From an optimization exercise on the open Yosys and OpenROAD flow, aimed at small area; shortcuts taken in it are not production practice.
In this exercise RTL edits were held to simulation tests only and were not proved equivalent to the original.

==> inputs of trial 52 <==
Design pacman_rules, start of the top module:
module pacman_rules (
	input  logic        clk,
	input  logic        reset,
	input  logic [7:0]  keycode,
	input  logic [31:0] timer,
	input  logic [9:0]  pac_x, pac_y,
	input  logic [9:0]  rg_x, rg_y,
	input  logic [9:0]  og_x, og_y,
	input  logic [9:0]  bg_x, bg_y,
	output logic        win, lose, pause, life_down,
	output logic [9:0]  score,
	output logic [3:0]  fruits,
	output logic [7:0]  lives,
	output logic [31:0] dots_left
);
clock: 10.0 ns
lec_check: 0
cap_margin: 20
core_margin: 2
core_utilization: 40
place_density: 0.6
slew_margin: 20
standard.sh (not shown) runs the stock make flow with config.mk's settings and CLKGATE_MAP_FILE= SYNTH_SCRIPT=/design/flow/synth_recipe.tcl, a recipe that flattens the netlist after the stock synthesis.
==> flow/flow/run.sh <==
#!/bin/bash
# The standard ORFS layout (the standard.sh, synthesis included), with
# two changes that only pick smaller cells:
# - the port buffers that buffer_ports inserts are sky130_fd_sc_hd__buf_1
#   instead of the larger cell it picks by default;
# - clock tree synthesis uses sky130_fd_sc_hd__clkbuf_8 (instead of
#   clkbuf_16) and adds no dummy loads.
# All of ORFS's output goes to standard.log in this folder; ORFS's own
# per-step logs are under orfs/logs/.
set -o pipefail
export BUFFER_PORTS_ARGS="-buffer_cell sky130_fd_sc_hd__buf_1"
export CTS_ARGS="-sink_clustering_enable -repair_clock_nets -dont_use_dummy_load -buf_list sky130_fd_sc_hd__clkbuf_8"
bash standard.sh > standard.log 2>&1
==> build 28 (differences from trial 52) <==
--- a/flow/design.v
+++ b/flow/design.v
@@ -116,21 +116,27 @@
 		end
 	end
 	assign pause     = state[2] & ~(state[1] & state[0]);
 	assign lose      = state == S_GOVER;
 	assign win       = state == S_GWON;
 	assign life_down = ~state[2] & state[1];
 	assign lives     = {6'd0, lv};
-	logic odd, ge1, ge2, ge3, all4;
-	assign odd  = ^fruits;
-	assign ge1  = |fruits;
-	assign ge2  = (fruits[0] & (fruits[1] | fruits[2] | fruits[3])) | (fruits[1] & (fruits[2] | fruits[3])) | (fruits[2] & fruits[3]);
-	assign ge3  = (fruits[0] & fruits[1] & (fruits[2] | fruits[3])) | (fruits[2] & fruits[3] & (fruits[0] | fruits[1]));
-	assign all4 = &fruits;
-	assign score = {2'b00, ge3, ge2 & ~odd, ge1 & ~ge3, odd, all4, ge2 & ~all4, odd, 1'b0};
+	logic [2:0] n;
+	always_comb begin
+		logic s1, c1, s2, c2, c3;
+		s1 = fruits[0] ^ fruits[1];
+		c1 = fruits[0] & fruits[1];
+		s2 = fruits[2] ^ fruits[3];
+		c2 = fruits[2] & fruits[3];
+		c3 = s1 & s2;
+		n[0] = s1 ^ s2;
+		n[1] = c1 ^ c2 ^ c3;
+		n[2] = (c1 & c2) | (c1 & c3) | (c2 & c3);
+	end
+	assign score = {2'b00, n[2] | (n[1] & n[0]), n[2] | (n[1] & ~n[0]), n[1] ^ n[0], n[0], n[2], n[1], n[0], 1'b0};
 	localparam logic [159:0] DCODE = {
 		5'd2, 5'd0, 5'd1, 5'd3,
 		5'd4, 5'd6, 5'd7, 5'd5,
 		5'd8, 5'd10, 5'd11, 5'd9,
 		5'd12, 5'd13, 5'd14, 5'd15,
 		5'd16, 5'd17, 5'd18, 5'd19,
 		5'd20, 5'd22, 5'd23, 5'd21,
@@ -160,19 +166,19 @@
 	assign x307 = win5(pac_x, 10'd307);
 	assign x379 = win5(pac_x, 10'd379);
 	logic dvalid;
 	assign dvalid = y20 & (x90 | x175 | x220 | x307) | y48 & (x18 | x90 | x307 | x379) |
 	                (y120 | y380) & (x18 | x135 | x258 | x379) | (y148 | y186 | y228 | y258) & (x90 | x307) |
 	                y292 & (x18 | x135 | x262 | x379) | y423 & (x85 | x175 | x220 | x302);
 	logic xB, xC, xE, xF, xG, xH;
-	assign xB = rng(pac_x, 10'd80, 10'd95);
+	assign xB = x85 | x90;
 	assign xC = x135;
 	assign xE = x220;
-	assign xF = rng(pac_x, 10'd253, 10'd267);
-	assign xG = rng(pac_x, 10'd297, 10'd312);
+	assign xF = x258 | x262;
+	assign xG = x302 | x307;
 	assign xH = x379;
 	logic [4:0] didx;
 	assign didx[4] = y228 | y258 | y292 | y380 | y423;
 	assign didx[3] = y120 | y148 | y186 | y380 | y423;
 	assign didx[2] = y48 | y148 | y186 | y292 | y423;
 	assign didx[1] = y186 | y258 | (~y148 & ~y228 & (xB | xC | xF | xG));
 	assign didx[0] = xE | xF | xG | xH;
==> flow/flow/run.sh (replaced) <==
#!/bin/bash
set -euo pipefail
HERE=$(pwd)

# synthesis script: ORFS's synth.tcl with the ABC script swapped
python3 - "$FLOW_HOME/scripts/synth.tcl" "$HERE/synth_area.tcl" "$HERE/flow/abc_area.script" <<'PY'
import sys
src, dst, script = sys.argv[1:4]
s = open(src).read()
anchor = 'source $::env(SCRIPTS_DIR)/synth_preamble.tcl\n'
assert s.count(anchor) == 1
s = s.replace(anchor, anchor + 'set abc_args [lreplace $abc_args 1 1 {%s}]\nputs "ABC script: [lindex $abc_args 1]"\n' % script)
open(dst, 'w').write(s)
PY
sed 's|source $::env(SCRIPTS_DIR)/synth.tcl|source '"$HERE"'/synth_area.tcl|' synth_recipe.tcl > synth_top.tcl
grep -q "synth_area.tcl" synth_top.tcl
sed 's|SYNTH_SCRIPT=[^ ]*synth_recipe.tcl|SYNTH_SCRIPT='"$HERE"'/synth_top.tcl|' standard.sh > flow_std.sh
grep -q "synth_top.tcl" flow_std.sh

export BUFFER_PORTS_ARGS="-buffer_cell sky130_fd_sc_hd__buf_1"
export SKIP_REPAIR_TIE_FANOUT=1
export CTS_ARGS="-sink_clustering_enable -repair_clock_nets -dont_use_dummy_load -buf_list sky130_fd_sc_hd__clkbuf_8"
bash flow_std.sh > flow.log 2>&1
==> flow/flow/abc_area.script (new file) <==
&get -n
&st
&st; &dc2; &dch -f; &nf -R 1000; &st; &dc2; &dch -f; &nf -R 1000; &st; &dc2; &dch -f; &nf -R 1000
&put
topo
stime -c
dnsize -c
Settings changed: CAP_MARGIN 20 to 0, SLEW_MARGIN 20 to 0.
==> build 79 (differences from trial 52) <==
--- a/flow/design.v
+++ b/flow/design.v
@@ -116,21 +116,27 @@
 		end
 	end
 	assign pause     = state[2] & ~(state[1] & state[0]);
 	assign lose      = state == S_GOVER;
 	assign win       = state == S_GWON;
 	assign life_down = ~state[2] & state[1];
 	assign lives     = {6'd0, lv};
-	logic odd, ge1, ge2, ge3, all4;
-	assign odd  = ^fruits;
-	assign ge1  = |fruits;
-	assign ge2  = (fruits[0] & (fruits[1] | fruits[2] | fruits[3])) | (fruits[1] & (fruits[2] | fruits[3])) | (fruits[2] & fruits[3]);
-	assign ge3  = (fruits[0] & fruits[1] & (fruits[2] | fruits[3])) | (fruits[2] & fruits[3] & (fruits[0] | fruits[1]));
-	assign all4 = &fruits;
-	assign score = {2'b00, ge3, ge2 & ~odd, ge1 & ~ge3, odd, all4, ge2 & ~all4, odd, 1'b0};
+	logic [2:0] n;
+	always_comb begin
+		logic s1, c1, s2, c2, c3;
+		s1 = fruits[0] ^ fruits[1];
+		c1 = fruits[0] & fruits[1];
+		s2 = fruits[2] ^ fruits[3];
+		c2 = fruits[2] & fruits[3];
+		c3 = s1 & s2;
+		n[0] = s1 ^ s2;
+		n[1] = c1 ^ c2 ^ c3;
+		n[2] = (c1 & c2) | (c1 & c3) | (c2 & c3);
+	end
+	assign score = {2'b00, n[2] | (n[1] & n[0]), n[2] | (n[1] & ~n[0]), n[1] ^ n[0], n[0], n[2], n[1], n[0], 1'b0};
 	localparam logic [159:0] DCODE = {
 		5'd2, 5'd0, 5'd1, 5'd3,
 		5'd4, 5'd6, 5'd7, 5'd5,
 		5'd8, 5'd10, 5'd11, 5'd9,
 		5'd12, 5'd13, 5'd14, 5'd15,
 		5'd16, 5'd17, 5'd18, 5'd19,
 		5'd20, 5'd22, 5'd23, 5'd21,
@@ -160,19 +166,19 @@
 	assign x307 = win5(pac_x, 10'd307);
 	assign x379 = win5(pac_x, 10'd379);
 	logic dvalid;
 	assign dvalid = y20 & (x90 | x175 | x220 | x307) | y48 & (x18 | x90 | x307 | x379) |
 	                (y120 | y380) & (x18 | x135 | x258 | x379) | (y148 | y186 | y228 | y258) & (x90 | x307) |
 	                y292 & (x18 | x135 | x262 | x379) | y423 & (x85 | x175 | x220 | x302);
 	logic xB, xC, xE, xF, xG, xH;
-	assign xB = rng(pac_x, 10'd80, 10'd95);
+	assign xB = x85 | x90;
 	assign xC = x135;
 	assign xE = x220;
-	assign xF = rng(pac_x, 10'd253, 10'd267);
-	assign xG = rng(pac_x, 10'd297, 10'd312);
+	assign xF = x258 | x262;
+	assign xG = x302 | x307;
 	assign xH = x379;
 	logic [4:0] didx;
 	assign didx[4] = y228 | y258 | y292 | y380 | y423;
 	assign didx[3] = y120 | y148 | y186 | y380 | y423;
 	assign didx[2] = y48 | y148 | y186 | y292 | y423;
 	assign didx[1] = y186 | y258 | (~y148 & ~y228 & (xB | xC | xF | xG));
 	assign didx[0] = xE | xF | xG | xH;
==> flow/flow/run.sh (replaced) <==
#!/bin/bash
# Layout flow: the standard ORFS flow (standard.sh) with three changes
# that only affect which cells implement the same netlist:
# 1. synthesis is ORFS's synth.tcl, run exactly as standard.sh runs it (same
#    front end, -nofsm -noshare, flattening, register mapping and renaming),
#    except that the final ABC technology mapping uses the area-oriented
#    script flow/abc_area.script instead of abc_speed.script. ABC only maps
#    the combinational logic, so the registers are the standard synthesis's;
# 2. the port buffers that buffer_ports inserts are sky130_fd_sc_hd__buf_1
#    instead of the larger cell it picks by default;
# 3. clock tree synthesis uses sky130_fd_sc_hd__clkbuf_8 (instead of
#    clkbuf_16) and adds no dummy loads.
# Logs: make's full output goes to flow.log here; ORFS's per-step logs are
# under orfs/logs/.
set -euo pipefail
HERE=$(pwd)

# synthesis script: ORFS's synth.tcl with the ABC script swapped
python3 - "$FLOW_HOME/scripts/synth.tcl" "$HERE/synth_area.tcl" "$HERE/flow/abc_area.script" <<'PY'
import sys
src, dst, script = sys.argv[1:4]
s = open(src).read()
anchor = 'source $::env(SCRIPTS_DIR)/synth_preamble.tcl\n'
assert s.count(anchor) == 1
s = s.replace(anchor, anchor + 'set abc_args [lreplace $abc_args 1 1 {%s}]\nputs "ABC script: [lindex $abc_args 1]"\n' % script)
open(dst, 'w').write(s)
PY
sed 's|source $::env(SCRIPTS_DIR)/synth.tcl|source '"$HERE"'/synth_area.tcl|' synth_recipe.tcl > synth_top.tcl
grep -q "synth_area.tcl" synth_top.tcl
sed 's|SYNTH_SCRIPT=[^ ]*synth_recipe.tcl|SYNTH_SCRIPT='"$HERE"'/synth_top.tcl|' standard.sh > flow_std.sh
grep -q "synth_top.tcl" flow_std.sh

export BUFFER_PORTS_ARGS="-buffer_cell sky130_fd_sc_hd__buf_1"
export CTS_ARGS="-sink_clustering_enable -repair_clock_nets -dont_use_dummy_load -buf_list sky130_fd_sc_hd__clkbuf_8"
bash flow_std.sh > flow.log 2>&1
==> flow/flow/abc_area.script (new file) <==
&get -n
&st
&st; &dc2; &dch -f; &nf -R 1000; &st; &dc2; &dch -f; &nf -R 1000; &st; &dc2; &dch -f; &nf -R 1000
&put
topo
stime -c
dnsize -c
Settings changed: CORE_UTILIZATION 40 to 60, PLACE_DENSITY 0.6 to 0.75.
==> build 89 (differences from trial 52) <==
--- a/flow/design.v
+++ b/flow/design.v
@@ -116,21 +116,27 @@
 		end
 	end
 	assign pause     = state[2] & ~(state[1] & state[0]);
 	assign lose      = state == S_GOVER;
 	assign win       = state == S_GWON;
 	assign life_down = ~state[2] & state[1];
 	assign lives     = {6'd0, lv};
-	logic odd, ge1, ge2, ge3, all4;
-	assign odd  = ^fruits;
-	assign ge1  = |fruits;
-	assign ge2  = (fruits[0] & (fruits[1] | fruits[2] | fruits[3])) | (fruits[1] & (fruits[2] | fruits[3])) | (fruits[2] & fruits[3]);
-	assign ge3  = (fruits[0] & fruits[1] & (fruits[2] | fruits[3])) | (fruits[2] & fruits[3] & (fruits[0] | fruits[1]));
-	assign all4 = &fruits;
-	assign score = {2'b00, ge3, ge2 & ~odd, ge1 & ~ge3, odd, all4, ge2 & ~all4, odd, 1'b0};
+	logic [2:0] n;
+	always_comb begin
+		logic s1, c1, s2, c2, c3;
+		s1 = fruits[0] ^ fruits[1];
+		c1 = fruits[0] & fruits[1];
+		s2 = fruits[2] ^ fruits[3];
+		c2 = fruits[2] & fruits[3];
+		c3 = s1 & s2;
+		n[0] = s1 ^ s2;
+		n[1] = c1 ^ c2 ^ c3;
+		n[2] = (c1 & c2) | (c1 & c3) | (c2 & c3);
+	end
+	assign score = {2'b00, n[2] | (n[1] & n[0]), n[2] | (n[1] & ~n[0]), n[1] ^ n[0], n[0], n[2], n[1], n[0], 1'b0};
 	localparam logic [159:0] DCODE = {
 		5'd2, 5'd0, 5'd1, 5'd3,
 		5'd4, 5'd6, 5'd7, 5'd5,
 		5'd8, 5'd10, 5'd11, 5'd9,
 		5'd12, 5'd13, 5'd14, 5'd15,
 		5'd16, 5'd17, 5'd18, 5'd19,
 		5'd20, 5'd22, 5'd23, 5'd21,
@@ -160,19 +166,19 @@
 	assign x307 = win5(pac_x, 10'd307);
 	assign x379 = win5(pac_x, 10'd379);
 	logic dvalid;
 	assign dvalid = y20 & (x90 | x175 | x220 | x307) | y48 & (x18 | x90 | x307 | x379) |
 	                (y120 | y380) & (x18 | x135 | x258 | x379) | (y148 | y186 | y228 | y258) & (x90 | x307) |
 	                y292 & (x18 | x135 | x262 | x379) | y423 & (x85 | x175 | x220 | x302);
 	logic xB, xC, xE, xF, xG, xH;
-	assign xB = rng(pac_x, 10'd80, 10'd95);
+	assign xB = x85 | x90;
 	assign xC = x135;
 	assign xE = x220;
-	assign xF = rng(pac_x, 10'd253, 10'd267);
-	assign xG = rng(pac_x, 10'd297, 10'd312);
+	assign xF = x258 | x262;
+	assign xG = x302 | x307;
 	assign xH = x379;
 	logic [4:0] didx;
 	assign didx[4] = y228 | y258 | y292 | y380 | y423;
 	assign didx[3] = y120 | y148 | y186 | y380 | y423;
 	assign didx[2] = y48 | y148 | y186 | y292 | y423;
 	assign didx[1] = y186 | y258 | (~y148 & ~y228 & (xB | xC | xF | xG));
 	assign didx[0] = xE | xF | xG | xH;
==> flow/flow/run.sh (replaced) <==
#!/bin/bash
set -euo pipefail
HERE=$(pwd)

# synthesis script: ORFS's synth.tcl with the ABC script swapped
python3 - "$FLOW_HOME/scripts/synth.tcl" "$HERE/synth_area.tcl" "$HERE/flow/abc_area.script" <<'PY'
import sys
src, dst, script = sys.argv[1:4]
s = open(src).read()
anchor = 'source $::env(SCRIPTS_DIR)/synth_preamble.tcl\n'
assert s.count(anchor) == 1
s = s.replace(anchor, anchor + 'set abc_args [lreplace $abc_args 1 1 {%s}]\nputs "ABC script: [lindex $abc_args 1]"\n' % script)
open(dst, 'w').write(s)
PY
sed 's|source $::env(SCRIPTS_DIR)/synth.tcl|source '"$HERE"'/synth_area.tcl|' synth_recipe.tcl > synth_top.tcl
grep -q "synth_area.tcl" synth_top.tcl
sed 's|SYNTH_SCRIPT=[^ ]*synth_recipe.tcl|SYNTH_SCRIPT='"$HERE"'/synth_top.tcl|' standard.sh > flow_std.sh
grep -q "synth_top.tcl" flow_std.sh

export BUFFER_PORTS_ARGS="-buffer_cell sky130_fd_sc_hd__buf_1"
export SKIP_REPAIR_TIE_FANOUT=1
export CTS_ARGS="-sink_clustering_enable -repair_clock_nets -dont_use_dummy_load -buf_list sky130_fd_sc_hd__clkbuf_8"
bash flow_std.sh > flow.log 2>&1
==> flow/flow/abc_area.script (new file) <==
&get -n
&st
&st; &dc2; &dch -f; &nf -R 1000; &st; &dc2; &dch -f; &nf -R 1000; &st; &dc2; &dch -f; &nf -R 1000
&put
topo
stime -c
dnsize -c
==> reports/qor.txt <==
Post-DP HPWL: 10700 µm
Tmin final: 7.54 ns
register area share after synthesis: 0.218
Hold Worst Slack: 0.500 ns
Die Wd: 108 µm
metal2 WL: 5930 µm
Avg WL per Cell: 15.4 µm
vias per cell: 5.62
run status: complete, no violations
Synth top cells by count: 66 x nor2_1, 50 x clkinv_1, 49 x fa_1
That was build 28.
==> reports/qor.txt <==
Post-DP HPWL: 10400 µm
Worst path depth: 22
final core utilization: 0.745
Filler cells: 560
Die Wd: 88.9 µm
vias per cell: 6.06
Tmin final: 7.59 ns
Synth top cells by count: 66 x nor2_1, 50 x clkinv_1, 49 x fa_1
register area share after synthesis: 0.218
clock slew at reported path FFs: 0.08 ns
setup violators final: 0
WHS Endpoint: dots_left[4]
run status: complete, no violations
That was build 79.
==> reports/qor.txt <==
run status: complete, no violations
Die Wd: 113 µm
Synth top cells by count: 64 x nor2_1, 52 x a21oi_1, 48 x fa_1, 48 x inv_1, 47 x dfxtp_1
Hold Worst Slack: 0.499 ns
Avg WL per Cell: 15.7 µm
Post-DP HPWL: 11400 µm
met3 global-route usage: 0.0308
max-slew violations: 0
metal2 WL: 6580 µm
register area share after synthesis: 0.200
That was trial 52.
==> reports/qor.txt <==
run status: complete, no violations
Avg WL per Cell: 15.4 µm
Post-DP HPWL: 10700 µm
Synth top cells by count: 66 x nor2_1, 50 x clkinv_1, 49 x fa_1
register area share after synthesis: 0.218
Tmin final: 7.54 ns
Die Wd: 108 µm
vias per cell: 5.62
metal2 WL: 5930 µm
That was build 89.

-- static timing again, ports no longer ideal --
The flow's constraints put no driver on any port. The routed layouts listed below were extracted and timed again, unchanged, in two steps.
Step 1: set_driving_cell puts a clkbuf_16 on clk and a buf_2 on each other input, an assumption about the parent block.
Step 2 moves the port delays by t, midway between the first and last clock arrival at a register: inputs arrive t later, outputs are due t later. That takes back most of the time a late clock gives input paths.
Slacks: no drivers / after step 1 / after step 2; pairs: no drivers / after step 1.
run	t (ns)	slack for setup (ns)	latest minus earliest clock arrival (ns)	slew at the worst register clock pin (ns)
trial 52	0.309	2.603 / 2.607 / 2.297	0.019 / 0.019	0.09 / 0.09
build 28	0.326	2.455 / 2.457 / 2.132	0.019 / 0.019	0.09 / 0.09
build 79	0.319	2.415 / 2.417 / 2.098	0.024 / 0.024	0.09 / 0.09
build 89	0.326	2.455 / 2.457 / 2.132	0.019 / 0.019	0.09 / 0.09
After both steps setup and hold are still met in every run listed.
